Context: an optimization exercise on an open-source flow, tuned for small area and a short achievable clock period. The choices shown serve that exercise and are no tape-out recipe.
The RTL was checked by simulation tests, not by an equivalence proof against the original design.

== build 33 ==
Design QPSK_Symbol_Timing_Sync_Top, start of the top module:
module QPSK_Symbol_Timing_Sync_Top #(
    parameter DATA_WIDTH   = 16,
    parameter MU_WIDTH     = 10,
    parameter MU_FRAC      = 9,
    parameter COEFF_WIDTH  = 16,
    parameter ACC_WIDTH    = 32
)(
    input  wire                         clk,
    input  wire                         rst,
    input  wire signed [DATA_WIDTH-1:0] I_in,
    input  wire signed [DATA_WIDTH-1:0] Q_in,
    output wire signed [DATA_WIDTH-1:0] I_out,
    output wire signed [DATA_WIDTH-1:0] Q_out,
    output reg                          valid_out
);
Size in the first run: about 3900 cells after synthesis, ~400 flip-flops, about 67 I/O pins.
==> flow/config.mk <==
export PLATFORM = sky130hd
export DESIGN_NAME = QPSK_Symbol_Timing_Sync_Top
export DESIGN_NICKNAME = QPSK_Symbol_Timing_Sync_Top
export VERILOG_FILES = /design/flow/design.v
export SDC_FILE = /design/flow/constraint.sdc
export NUM_CORES = 4
export LEC_CHECK = 0
export ABC_AREA = 1
export CAP_MARGIN = 0
export CORE_MARGIN = 2
export CORE_UTILIZATION = 40
export SLEW_MARGIN = 0
==> flow/constraint.sdc <==
create_clock -name core_clock -period 14.0 [get_ports {clk}]
set_input_delay 2.8000 -clock core_clock [delete_from_list [all_inputs] [get_ports {clk}]]
set_output_delay 2.8000 -clock core_clock [all_outputs]
set_load 0.01 [all_outputs]
standard.sh (not shown) runs the stock make flow with config.mk's settings and CLKGATE_MAP_FILE= SYNTH_SCRIPT=/design/flow/synth_recipe.tcl, a recipe that flattens the netlist after the stock synthesis.
==> flow/flow/run.sh <==
#!/bin/bash
# Standard synthesis, then the standard layout with plain buffers on the
# ports and timing repair aimed at a shorter period than the clock (the
# constraints themselves are unchanged).
set -euo pipefail
bash standard.sh synth > synth.log 2>&1
export BUFFER_PORTS_ARGS="-buffer_cell sky130_fd_sc_hd__buf_2"
bash standard.sh SETUP_SLACK_MARGIN=9.9 finish > layout.log 2>&1
The following lists how build 71 was set up differently from build 33:
# build 33
export LEC_CHECK = 0
export ABC_AREA = 1
export CAP_MARGIN = 0
export CORE_MARGIN = 2
export CORE_UTILIZATION = 40
export SLEW_MARGIN = 0
create_clock -name core_clock -period 14.0 [get_ports {clk}]
# build 71
export LEC_CHECK = 0
export ABC_AREA = 1
export CAP_MARGIN = 20
export CORE_MARGIN = 2
export CORE_UTILIZATION = 40
export SLEW_MARGIN = 20
create_clock -name core_clock -period 14.0 [get_ports {clk}]
--- a/flow/flow/run.sh
+++ b/flow/flow/run.sh
@@ -6,3 +6,3 @@
 bash standard.sh synth > synth.log 2>&1
 export BUFFER_PORTS_ARGS="-buffer_cell sky130_fd_sc_hd__buf_2"
-bash standard.sh SETUP_SLACK_MARGIN=9.9 finish > layout.log 2>&1
+bash standard.sh SETUP_SLACK_MARGIN=9.8 finish > layout.log 2>&1
## What came out
Changes observed in build 71 relative to build 33: final antenna diode count went down 1; logic depth of the worst setup path including buffers went up 16; post-layout net count went down about 0.6%. Summary of build 71 over build 33: normalized max-slew margin went up, filler-free cell count of the finished design went down.
### build 71 -> build 45
# build 71
export LEC_CHECK = 0
export ABC_AREA = 1
export CAP_MARGIN = 20
export CORE_MARGIN = 2
export CORE_UTILIZATION = 40
export SLEW_MARGIN = 20
create_clock -name core_clock -period 14.0 [get_ports {clk}]
# build 45
export LEC_CHECK = 0
export ABC_AREA = 1
export CAP_MARGIN = 0
export CORE_MARGIN = 2
export CORE_UTILIZATION = 55
export SLEW_MARGIN = 0
create_clock -name core_clock -period 14.0 [get_ports {clk}]
==> comparison <==
From build 71 to build 45 the numbers moved as follows: clock period minus worst slack shows an increase of 0.032 ns; first-iteration DRC count shows an increase of about 40%. For the largest net degree at the start of global routing, build 45 came in about 1.4% lower than build 71 did.
The following lists how build 46 was set up differently from build 45:
# build 45
export LEC_CHECK = 0
export ABC_AREA = 1
export CAP_MARGIN = 0
export CORE_MARGIN = 2
export CORE_UTILIZATION = 55
export SLEW_MARGIN = 0
create_clock -name core_clock -period 14.0 [get_ports {clk}]
# build 46
export LEC_CHECK = 0
export ABC_AREA = 1
export CAP_MARGIN = 0
export CORE_MARGIN = 2
export CORE_UTILIZATION = 40
export CTS_BUF_LIST = sky130_fd_sc_hd__clkbuf_8
export CTS_CLUSTER_SIZE = 20
export SLEW_MARGIN = 0
create_clock -name core_clock -period 14.0 [get_ports {clk}]
## What came out
Compared to build 45, build 46 has via count of the first global-routing pass 511 lower.
Compared with build 45, in build 46 post-route minimum period moved up; count of instances resized after the clock tree is built moved down.
Every stage of the flow completed for build 46, and the final layout passed the timing, DRC and antenna checks.
What build 83 does differently from build 46 at the input level:
# build 46
export LEC_CHECK = 0
export ABC_AREA = 1
export CAP_MARGIN = 0
export CORE_MARGIN = 2
export CORE_UTILIZATION = 40
export CTS_BUF_LIST = sky130_fd_sc_hd__clkbuf_8
export CTS_CLUSTER_SIZE = 20
export SLEW_MARGIN = 0
create_clock -name core_clock -period 14.0 [get_ports {clk}]
# build 83
export LEC_CHECK = 0
export ABC_AREA = 0
export CAP_MARGIN = 20
export CORE_MARGIN = 2
export CORE_UTILIZATION = 40
export SLEW_MARGIN = 20
create_clock -name core_clock -period 14.0 [get_ports {clk}]
## What came out
On die area, build 46 loses to build 83. Cell count is higher on build 46. Build 83 vs. build 46: hold slack went up, global routing usage on met3 went down, adder and majority cell fraction of the synthesized area went up, summed area of non-filler cells in the final layout went up.

## afterwards: timing with drivers on the ports
The results above use ideal ports. As a check the final layouts listed here were re-extracted and re-timed, cells and wires unchanged. Step 1 sets driving cells, clkbuf_16 on the clock port and buf_2 on the other inputs (assumed; they add their load-dependent delay and slew). Step 2 times the ports against the registers' clock, not the clock port: input delays grow and output delays shrink by t, the midpoint of the rising clock arrivals with the driver on. a / b / c = ideal ports / drivers / drivers and shift; a / b = the first two.
run | t (ns) | setup slack, ns | pins driven straight from the clock port
build 33 | 0.659 | 9.915 / 9.850 / 9.408 | 1
build 71 | 0.649 | 9.914 / 9.858 / 9.367 | 1
build 45 | 0.640 | 9.881 / 9.881 / 9.348 | 1
build 46 | 0.732 | 9.828 / 9.768 / 9.350 | 1
build 83 | 0.640 | 9.319 / 9.319 / 8.850 | 1
After both steps every run listed still meets setup and hold. For build 71, which loses most, drivers alone change the setup slack by -0.056 ns; drivers and shift together by -0.547 ns.
